From an optimization exercise on the open Yosys and OpenROAD flow, aimed at small area, a short achievable clock period and few clock cycles per item; shortcuts taken in it are not production practice.
Where RTL was checked, it was by simulation tests only, not by an equivalence proof against the original.

==> flow/design.v (excerpt) <==
module huffman(clk, reset, gray_valid, gray_data, CNT_valid, CNT1, CNT2, CNT3, CNT4, CNT5, CNT6,
               code_valid, HC1, HC2, HC3, HC4, HC5, HC6, M1, M2, M3, M4, M5, M6);
input clk;
input reset;
input gray_valid;
input [7:0] gray_data;
output reg CNT_valid;
output [7:0] CNT1, CNT2, CNT3, CNT4, CNT5, CNT6;
output reg code_valid;
output [7:0] HC1, HC2, HC3, HC4, HC5, HC6;
output [7:0] M1, M2, M3, M4, M5, M6;
reg        pv;           
reg  [2:0] pd;
reg        run;          
reg  [3:0] tc;           
reg  [7:0] w [0:5];      
reg  [2:0] p [1:6];      
reg  [4:0] r [1:6];      
assign CNT1 = w[5]; assign CNT2 = w[0]; assign CNT3 = w[1];
assign CNT4 = w[2]; assign CNT5 = w[3]; assign CNT6 = w[4];
wire go      = run | CNT_valid;
wire step    = go & (~tc[3] | (tc[2:0] < 3'd5));    
wire combine = (tc > 4'd4) & tc[0] & (tc != 4'd13);
wire [4:0] uns;
assign uns[0] = tc < 4'd4;
assign uns[1] = tc < 4'd3;
assign uns[2] = tc < 4'd2;
assign uns[3] = tc < 4'd1;
assign uns[4] = 1'b0;
wire [5:1] lt;
genvar gi;
generate for (gi = 1; gi < 6; gi = gi + 1) begin : g_lt
  assign lt[gi] = w[gi] < w[0];
end endgenerate
wire [4:0] c = uns | lt;
wire [2:0] q = c[4] ? 3'd5 : c[3] ? 3'd4 : c[2] ? 3'd3 : c[1] ? 3'd2 : c[0] ? 3'd1 : 3'd0;
reg  [7:0] wsel;
always @* begin
  case (pd)
    3'd1: wsel = w[5];
    3'd2: wsel = w[0];
    3'd3: wsel = w[1];
    3'd4: wsel = w[2];
    3'd5: wsel = w[3];
    default: wsel = w[4];
  endcase
end
wire [7:0] sum = (run ? w[0] : wsel) + (run ? w[1] : 8'd1);
always @(posedge clk or posedge reset) begin
  if (reset) begin
    pv <= 1'b0; pd <= 3'd0; CNT_valid <= 1'b0; code_valid <= 1'b0;
    run <= 1'b0; tc <= 4'd0;
  end else begin
    pv <= gray_valid & ~run;
    pd <= gray_data[2:0];
    CNT_valid <= pv & ~gray_valid;
    if (CNT_valid) run <= 1'b1;
    if (step) tc <= tc + 4'd1;
    code_valid <= step & (tc == 4'd12);
  end
end
wire cnt = pv & (pd != 3'd0) & (pd != 3'd7);
integer i;
always @(posedge clk or posedge reset) begin
  if (reset) begin
    for (i = 0; i < 6; i = i + 1) w[i] <= 8'd0;
  ...
For scale: about 970 cells after synthesis, ~110 flip-flops, about 160 I/O pins, about 8600 um^2 of cells after synthesis.
make LEC_CHECK=0 CAP_MARGIN=20 CORE_MARGIN=2 CORE_UTILIZATION=40 SETUP_SLACK_MARGIN=1.6 SLEW_MARGIN=20 finish   # period 4.0 ns
run.sh (not shown) runs the stock make flow with config.mk's settings and CLKGATE_MAP_FILE= SYNTH_SCRIPT=/design/flow/synth_recipe.tcl, a recipe that flattens the netlist after the stock synthesis.
The baseline finished with timing, DRC and antenna clean.
Change:
--- a/flow/config.mk
+++ b/flow/config.mk
@@ -10,3 +10,2 @@
 export CORE_UTILIZATION = 40
-export SETUP_SLACK_MARGIN = 1.6
 export SLEW_MARGIN = 20
=>
- sequential share of layout area increases by 5.2 points
- cell count decreases by roughly a tenth
- wire length decreases by about a fifth
- first-iteration DRC count decreases by a few percent
- non-clock buffer count decreases by 175
- setup slack gets worse by 0.46 ns
- maximum frequency decreases by roughly a tenth
- clock skew is about the same
- via count decreases by roughly a tenth
No functional check of the RTL was part of any run of this note.

== pepper ==
Another version of the RTL of huffman (not shown whole).
Size in the first run: ~970 cells after synthesis, roughly 160 I/O pins, roughly 9100 um^2 of cells after synthesis.
==> flow/design.v (excerpt) <==
module huffman(clk, reset, gray_valid, gray_data, CNT_valid, CNT1, CNT2, CNT3, CNT4, CNT5, CNT6,
               code_valid, HC1, HC2, HC3, HC4, HC5, HC6, M1, M2, M3, M4, M5, M6);
input clk;
input reset;
input gray_valid;
input [7:0] gray_data;
output reg CNT_valid;
output [7:0] CNT1, CNT2, CNT3, CNT4, CNT5, CNT6;
output reg code_valid;
output [7:0] HC1, HC2, HC3, HC4, HC5, HC6;
output [7:0] M1, M2, M3, M4, M5, M6;
reg        gv1;          
reg        run;          
reg  [3:0] tc;           
reg  [7:0] w [0:5];      
reg  [5:0] m [0:5];      
reg  [3:0] t [1:6];      
reg  [3:0] h [1:6];      
assign CNT1 = w[5]; assign CNT2 = w[0]; assign CNT3 = w[1];
assign CNT4 = w[2]; assign CNT5 = w[3]; assign CNT6 = w[4];
reg        ins;          
reg        cmb;          
reg  [3:0] uns;          
wire       step = ins | cmb;
function lt8(input [7:0] a, input [7:0] b);
  lt8 = (a[7:4] < b[7:4]) | ((a[7:4] == b[7:4]) & (a[3:0] < b[3:0]));
endfunction
wire [5:1] lt;
genvar gi;
generate for (gi = 1; gi < 6; gi = gi + 1) begin : g_lt
  assign lt[gi] = lt8(w[gi], w[0]);
end endgenerate
wire cntg = gray_valid & ~run;       
wire [4:0] c = {5{ins}} & ({1'b0, uns} | lt);
wire [7:0] sum = w[0] + w[1];
wire [7:0] mo [1:6];
wire [7:0] ho [1:6];
always @(posedge clk or posedge reset) begin
  if (reset) begin
    gv1 <= 1'b0; CNT_valid <= 1'b0; code_valid <= 1'b0;
    run <= 1'b0; tc <= 4'd0; ins <= 1'b0; cmb <= 1'b0; uns <= 4'b1111;
  end else begin
    gv1 <= gray_valid;
    CNT_valid <= gv1 & ~gray_valid;
    if (gv1 & ~gray_valid) run <= 1'b1;
    if (step) tc <= tc + 4'd1;
  ...
clock: 4.0 ns
lec_check: 0
cap_margin: 20
core_margin: 2
core_utilization: 40
setup_slack_margin: 1.4
slew_margin: 20
> inputs changed (pepper -> zinc)
- ABC_AREA newly set to 1
- SETUP_SLACK_MARGIN changed from 1.4 to 1.5
==> comparison <==
Looking at clock period minus worst slack, zinc sits 0.19 ns lower than pepper does.
pepper → zinc: max-slew violation count roughly the same, highest achievable clock rate higher, met1 usage higher.
Between pepper and zinc, the flow reports global placement routability congestion increasing slightly.
On die area: zinc sits above pepper.
Note that the via count of the routed design recorded for zinc amounts to 1.15 times the value seen in pepper.
diff inputs: zinc => quartz
- SETUP_SLACK_MARGIN changed from 1.5 to 1.6
- ABC_AREA removed (was 1)
Notes after the runs:
quartz ended with more share of final layout cell area taken by non-clock buffers than zinc.
quartz ended up with fewer standard cells than zinc.
On inverter count, the lower figure sits with quartz, not zinc.
Of the two values seen for cell at the slowest stage of the critical path, sky130_fd_sc_hd__or3_4 was produced by quartz and sky130_fd_sc_hd__clkdlybuf4s50_1 by zinc.
Diff zinc -> quartz | finished layout cell area | increase of 6.0%
Delta (quartz minus zinc): synthesized area saw a decrease.
quartz vs. zinc: proportion of cell area occupied by multi-input gates grew by 0.21 points, number of library cell types mapped by synthesis grew by 28.
No functional check of the RTL was part of any run of this note.

Another version of the RTL of huffman (not shown whole).
Size: ~0.0086 sq mm of cells after synthesis.
Design huffman, start of the top module:
module huffman(clk, reset, gray_valid, gray_data, CNT_valid, CNT1, CNT2, CNT3, CNT4, CNT5, CNT6,
               code_valid, HC1, HC2, HC3, HC4, HC5, HC6, M1, M2, M3, M4, M5, M6);
make LEC_CHECK=0 ABC_AREA=1 CAP_MARGIN=20 CORE_MARGIN=2 CORE_UTILIZATION=40 CTS_CLUSTER_DIAMETER=150 CTS_CLUSTER_SIZE=40 SETUP_SLACK_MARGIN=1.6 SLEW_MARGIN=20 finish   # period 4.0 ns
Testbench counts at the start, summed over its fixed seeds: cycles 22,080, images 192.
Edit:
- ABC_AREA: 1 -> default
- CTS_CLUSTER_DIAMETER: 150 -> default
- CTS_CLUSTER_SIZE: 40 -> default
- SETUP_SLACK_MARGIN: 1.6 -> 1.25
What happened:
- The changed run finished clean
- final cell count goes down by 16%
- area after synthesis fell by 1.5%
- via count came out lower by 7.9%
- routed wire length went down by 3.9%
- final area went down by 6.5%
Edit:
- SETUP_SLACK_MARGIN: 1.25 -> 1.4
The new run completed with no timing, DRC or antenna violations.
Worst setup slack gets better by 190 ps.
Non-clock buffer count rises by 62.
Routed wire length rises by 4.3%.
Final area rises by 7.1%.
Register-to-register slack gets better by 110 ps.
Via count rises by 4.4%.
Global-route usage rises by 0.90 points.
Final cell count rises by 4.3%.
Hold slack gets worse by 5.8 ps.
Edit:
- TNS_END_PERCENT: default -> 5
The new run went through all stages and came out clean.
Wire length goes down by 1.5%.
Core utilization goes down by 1.7 points.
Register-to-register slack gets worse by 80 ps.
Sequential share of layout area goes up by 0.65 points.
Setup slack gets worse by 96 ps.
First-iteration DRC count goes down by 12%.
Area after synthesis stays the same.
Via count goes down by 2.0%.
Die area does not change.

Another version of the RTL of huffman (not shown whole).
Size: roughly 160 I/O pins, ~8800 µm² of cells after synthesis.
Settings: LEC_CHECK=0, CAP_MARGIN=20, CORE_MARGIN=2, CORE_UTILIZATION=40, SETUP_SLACK_MARGIN=1.55, SLEW_MARGIN=20; clock period 4.0 ns.
The starting point completed without violations.
==> next run, changes <==
Settings changed: CORE_UTILIZATION 40 to 65, SETUP_SLACK_MARGIN 1.55 to 1.4.
Outcome: The changed run passed the timing, design-rule and antenna checks; wire length decreases slightly; design area goes down by a little under a tenth.
==> next run, changes <==
Settings changed: CORE_UTILIZATION 65 to 40.
After rerunning: Synthesized area does not change. Fmax went up by about 3.5%. Utilization went down by 36 points.
No run of this note included a check of the RTL's function; only the layout flow was run.

RTL: one of the versions met above, not the one the previous note started from.
For scale: ~1100 cells after synthesis, roughly 120 flip-flops, ~160 I/O pins, about 0.0085 mm2 of cells after synthesis.
Settings: LEC_CHECK=0, CAP_MARGIN=20, CORE_MARGIN=2, CORE_UTILIZATION=40, PLACE_DENSITY=0.75, SETUP_SLACK_MARGIN=1.3, SLEW_MARGIN=20; clock period 4.0 ns.
Testbench counts at the start, summed over its fixed seeds: cycles 22,080, images 192.
Rerun with:
Settings changed: PLACE_DENSITY 0.75 to unset, SETUP_SLACK_MARGIN 1.3 to 1.6, TNS_END_PERCENT set to 5.
The changed run finished with timing, DRC and antenna clean.
Die area stays the same.
Setup slack improved by 100 ps.
Via count drops by 1.8%.
Final area climbs by 3.7%.

== exp/harbor ==
The RTL this note starts from:
==> flow/design.v <==
module huffman(clk, reset, gray_valid, gray_data, CNT_valid, CNT1, CNT2, CNT3, CNT4, CNT5, CNT6,
               code_valid, HC1, HC2, HC3, HC4, HC5, HC6, M1, M2, M3, M4, M5, M6);
input clk;
input reset;
input gray_valid;
input [7:0] gray_data;
output reg CNT_valid;
output [7:0] CNT1, CNT2, CNT3, CNT4, CNT5, CNT6;
output reg code_valid;
output [7:0] HC1, HC2, HC3, HC4, HC5, HC6;
output [7:0] M1, M2, M3, M4, M5, M6;
reg        pv;           
reg  [2:0] pd;
reg        run;          
reg  [3:0] tc;           
reg  [7:0] w [0:5];      
reg  [5:0] m [0:5];      
reg  [4:0] r [1:6];      
assign CNT1 = w[5]; assign CNT2 = w[0]; assign CNT3 = w[1];
assign CNT4 = w[2]; assign CNT5 = w[3]; assign CNT6 = w[4];
wire go      = run | CNT_valid;
wire step    = go & (~tc[3] | (tc[2:0] < 3'd5));    
wire combine = (tc > 4'd4) & tc[0] & (tc != 4'd13);
wire [4:0] uns;
assign uns[0] = tc < 4'd4;
assign uns[1] = tc < 4'd3;
assign uns[2] = tc < 4'd2;
assign uns[3] = tc < 4'd1;
assign uns[4] = 1'b0;
function lt8(input [7:0] a, input [7:0] b);   
  reg [7:0] l, g;
  reg [3:0] l1, g1;
  reg [1:0] l2, g2;
  integer j;
  begin
    l = ~a & b;
    g = a & ~b;
    for (j = 0; j < 4; j = j + 1) begin
      l1[j] = l[2*j+1] | ~g[2*j+1] & l[2*j];
      g1[j] = g[2*j+1] | ~l[2*j+1] & g[2*j];
    end
    for (j = 0; j < 2; j = j + 1) begin
      l2[j] = l1[2*j+1] | ~g1[2*j+1] & l1[2*j];
      g2[j] = g1[2*j+1] | ~l1[2*j+1] & g1[2*j];
    end
    lt8 = l2[1] | ~g2[1] & l2[0];
  end
endfunction
wire [5:1] lt;
genvar gi;
generate for (gi = 1; gi < 6; gi = gi + 1) begin : g_lt
  assign lt[gi] = lt8(w[gi], w[0]);
end endgenerate
wire [4:0] c = uns | lt;
wire [7:0] sum = w[0] + w[1];
reg  [7:0] wsel;
always @* begin
  case (pd)
    3'd1: wsel = w[5];
    3'd2: wsel = w[0];
    3'd3: wsel = w[1];
    3'd4: wsel = w[2];
    3'd5: wsel = w[3];
    default: wsel = w[4];
  endcase
end
wire [7:0] winc = wsel + 8'd1;
always @(posedge clk or posedge reset) begin
  if (reset) begin
    pv <= 1'b0; pd <= 3'd0; CNT_valid <= 1'b0; code_valid <= 1'b0;
    run <= 1'b0; tc <= 4'd0;
  end else begin
    pv <= gray_valid & ~run;
    pd <= gray_data[2:0];
    CNT_valid <= pv & ~gray_valid;
    if (CNT_valid) run <= 1'b1;
    if (step) tc <= tc + 4'd1;
    code_valid <= step & (tc == 4'd12);
  end
end
integer i;
always @(posedge clk) begin
  if (reset) begin
    for (i = 0; i < 6; i = i + 1) w[i] <= 8'd0;
  end else if (step) begin
    if (combine) begin
      w[0] <= sum;
      for (i = 1; i < 5; i = i + 1) w[i] <= w[i+1];
      w[5] <= 8'hff;
    end else begin
      for (i = 0; i < 5; i = i + 1)
        if (c[i]) w[i] <= w[i+1];
        else if (i == 0 || c[i-1]) w[i] <= w[0];
      if (c[4]) w[5] <= w[0];
    end
  end else if (pv) begin
    for (i = 0; i < 5; i = i + 1)
      if (pd == i + 2) w[i] <= winc;
    if (pd == 3'd1) w[5] <= winc;
  end
end
always @* m[5] = ~(m[0] | m[1] | m[2] | m[3] | m[4]);
always @(posedge clk or posedge reset) begin
  if (reset) begin
    m[0] <= 6'b000010; m[1] <= 6'b000100; m[2] <= 6'b001000;
    m[3] <= 6'b010000; m[4] <= 6'b100000;
  end else if (step) begin
    if (combine) begin
      m[0] <= m[0] | m[1];
      for (i = 1; i < 5; i = i + 1) m[i] <= m[i+1];
    end else begin
      for (i = 0; i < 5; i = i + 1)
        if (c[i]) m[i] <= m[i+1];
        else if (i == 0 || c[i-1]) m[i] <= m[0];
    end
  end
end
function [4:0] lead(input [4:0] v);    
  lead = {v[4], v[3] & ~v[4], v[2] & ~|v[4:3], v[1] & ~|v[4:2], v[0] & ~|v[4:1]};
endfunction
function [4:0] add_bit(input [4:0] v, input b);   
  reg [4:0] l;
  begin
    l = lead(v);
    add_bit = (v & ~l) | (l & {5{b}}) | {l[3:0], 1'b0};
  end
endfunction
genvar k;
generate for (k = 1; k <= 6; k = k + 1) begin : g_lvl
  wire a = m[0][k-1];
  wire b = m[1][k-1];
  always @(posedge clk or posedge reset) begin
    if (reset) r[k] <= 5'b00001;
    else if (step & combine & (a | b)) r[k] <= add_bit(r[k], a);
  end
end endgenerate
function [7:0] mask_of(input [4:0] v);
  mask_of = {3'b000, |v[4], |v[4:3], |v[4:2], |v[4:1], 1'b1};   
endfunction
function [7:0] code_of(input [4:0] v, input b);
  code_of = {3'b000, v & ({1'b0, |v[4], |v[4:3], |v[4:2], |v[4:1]} | {5{b}})};
endfunction
assign M1 = mask_of(r[1]); assign HC1 = code_of(r[1], m[0][0]);
assign M2 = mask_of(r[2]); assign HC2 = code_of(r[2], m[0][1]);
assign M3 = mask_of(r[3]); assign HC3 = code_of(r[3], m[0][2]);
assign M4 = mask_of(r[4]); assign HC4 = code_of(r[4], m[0][3]);
assign M5 = mask_of(r[5]); assign HC5 = code_of(r[5], m[0][4]);
assign M6 = mask_of(r[6]); assign HC6 = code_of(r[6], m[0][5]);
endmodule
export LEC_CHECK = 0
export ABC_AREA = 1
export CAP_MARGIN = 20
export CORE_MARGIN = 2
export CORE_UTILIZATION = 40
export GPL_TIMING_DRIVEN = 0
export SETUP_SLACK_MARGIN = 1.5
export SLEW_MARGIN = 20
create_clock -name core_clock -period 4.0 [get_ports {clk}]
standard.sh (not shown) runs the stock make flow with config.mk's settings and CLKGATE_MAP_FILE= SYNTH_SCRIPT=/design/flow/synth_recipe.tcl, a recipe that flattens the netlist after the stock synthesis.
==> flow/flow/run.sh <==
#!/bin/bash
# The standard layout (the standard.sh, which runs ORFS with the standard
# synthesis), except that the port buffers are the platform's smallest
# buffer instead of the delay cell buffer_ports picks by default. Every port
# still gets its own buffer. make's full output goes to standard.log here;
# ORFS keeps each step's log under orfs/logs.
set -euo pipefail
bash standard.sh "BUFFER_PORTS_ARGS=-buffer_cell sky130_fd_sc_hd__buf_1" finish > standard.log 2>&1
Testbench counts of exp/harbor, summed over its fixed seeds: cycles 22,080, images 192.
[inputs] exp/sierra vs exp/harbor
Settings: removing GPL_TIMING_DRIVEN (formerly 0); setting CTS_BUF_LIST to sky130_fd_sc_hd__clkbuf_8 for the first time.
exp/sierra vs exp/harbor, routed wire length on met3 went up by 11%. exp/sierra gives more sequential share of layout area than exp/harbor did.
Modified inputs, exp/fjord compared to exp/sierra
Settings: CAP_MARGIN: 20 -> 5; SLEW_MARGIN: 20 -> 5; CTS_BUF_LIST: sky130_fd_sc_hd__clkbuf_8 -> unset.
- Of exp/fjord and exp/sierra, exp/fjord shows the lower met3 usage in global routing, with exp/sierra above it.
- Delta (exp/fjord minus exp/sierra): post-layout minimum cycle time -11 ps, final cell count without fillers ~0 delta, worst clock skew on the final layout -5.6 ps.
- Status: hold slack parity (exp/sierra, exp/fjord)
- Compared with exp/sierra, exp/fjord shows routed wire length lower by about 1.3%.
> inputs changed (exp/fjord -> exp/yarrow)
Settings: a change of CAP_MARGIN from 5 to 20; a change of SETUP_SLACK_MARGIN from 1.5 to 1.6; a change of SLEW_MARGIN from 5 to 20.
==> flow/run.sh (new file) <==
#!/bin/bash
# synth_recipe.tcl (not shown) runs the flow's synth.tcl, then flattens the netlist and writes it again
# the make line also repeats each setting of config.mk as NAME=value (left out here)
make -C /OpenROAD-flow-scripts/flow DESIGN_CONFIG=/design/flow/config.mk WORK_HOME=/design/flow/orfs CLKGATE_MAP_FILE= SYNTH_SCRIPT=/design/flow/synth_recipe.tcl finish
removed: flow/flow/run.sh
removed: flow/standard.sh
Findings:
- exp/fjord completed every stage of the flow, and the final layout passed the timing, design-rule and antenna checks.
- Looking at the reports, exp/yarrow completed the entire flow and the layout it produced met the timing, design-rule and antenna checks.
- Detailed-routed wire length on met3 grows by more than a quarter when moving from exp/fjord to exp/yarrow.
- exp/fjord -> exp/yarrow: wire length after detailed routing increased by a few percent
- On post-route minimum period: exp/yarrow sits below exp/fjord.
- exp/yarrow vs exp/fjord on final weighted congestion of routability-driven global placement: exp/yarrow is the higher one.
- Taking exp/yarrow over exp/fjord, the number of ordinary and repair buffers in the finished layout ratio works out to 1.3.
- Changes observed in exp/yarrow relative to exp/fjord: maximum level of the CTS H-tree now sits at about the same level, final non-filler cell area rose by 0.0013 mm2.
- exp/yarrow: worst path setup slack after routing 53 ps above exp/fjord

==> afterwards: timing with drivers on the ports <==
How much do the figures lean on ideal ports? The routed layouts below were timed once more, with nothing changed but the port constraints. Step 1, drivers: a clkbuf_16 drives clk and a buf_2 each remaining input, both assumed. Step 2 times the ports against the registers' clock, not the clock port: input delays grow and output delays shrink by t, the midpoint of the rising clock arrivals with the driver on. a / b / c = no drivers / after step 1 / after step 2; a / b = the first two.
run	t, ns	setup slack, ns	hold WS [ns]	pins driven straight from the clock port
the first run of note 1	0.406	0.724 / 0.724 / 0.724	0.474 / 0.474 / 0.474	1
the second run of note 1	0.404	0.259 / 0.259 / 0.259	0.476 / 0.476 / 0.476	1
pepper	0.474	1.293 / 1.293 / 1.117	0.470 / 0.470 / 0.470	1
zinc	0.470	1.480 / 1.433 / 1.329	0.454 / 0.454 / 0.454	1
quartz	0.476	1.356 / 1.356 / 1.090	0.468 / 0.468 / 0.468	1
the first run of note 3	0.464	1.613 / 1.567 / 1.381	0.457 / 0.457 / 0.457	1
the second run of note 3	0.464	1.225 / 1.179 / 1.029	0.467 / 0.467 / 0.467	1
the third run of note 3	0.467	1.419 / 1.409 / 1.066	0.461 / 0.461 / 0.461	1
the fourth run of note 3	0.465	1.322 / 1.276 / 0.877	0.467 / 0.467 / 0.467	1
the first run of note 4	0.478	1.448 / 1.399 / 1.360	0.437 / 0.437 / 0.437	1
the second run of note 4	0.472	1.340 / 1.340 / 1.340	0.438 / 0.438 / 0.438	1
the third run of note 4	0.468	1.431 / 1.386 / 1.234	0.429 / 0.429 / 0.429	1
the first run of note 5	0.464	1.247 / 1.202 / 0.958	0.468 / 0.468 / 0.468	1
the second run of note 5	0.469	1.349 / 1.332 / 1.036	0.467 / 0.467 / 0.467	1
exp/harbor	0.474	1.585 / 1.537 / 1.543	0.409 / 0.409 / 0.409	1
exp/sierra	0.502	1.579 / 1.561 / 1.579	0.419 / 0.419 / 0.419	1
exp/fjord	0.474	1.590 / 1.580 / 1.590	0.417 / 0.417 / 0.417	1
exp/yarrow	0.469	1.643 / 1.592 / 1.558	0.420 / 0.420 / 0.420	1
After both steps setup and hold are still met in every run listed. The setup slack of the fourth run of note 3, which loses most, moves by -0.046 ns with the drivers and by -0.445 ns with both steps.
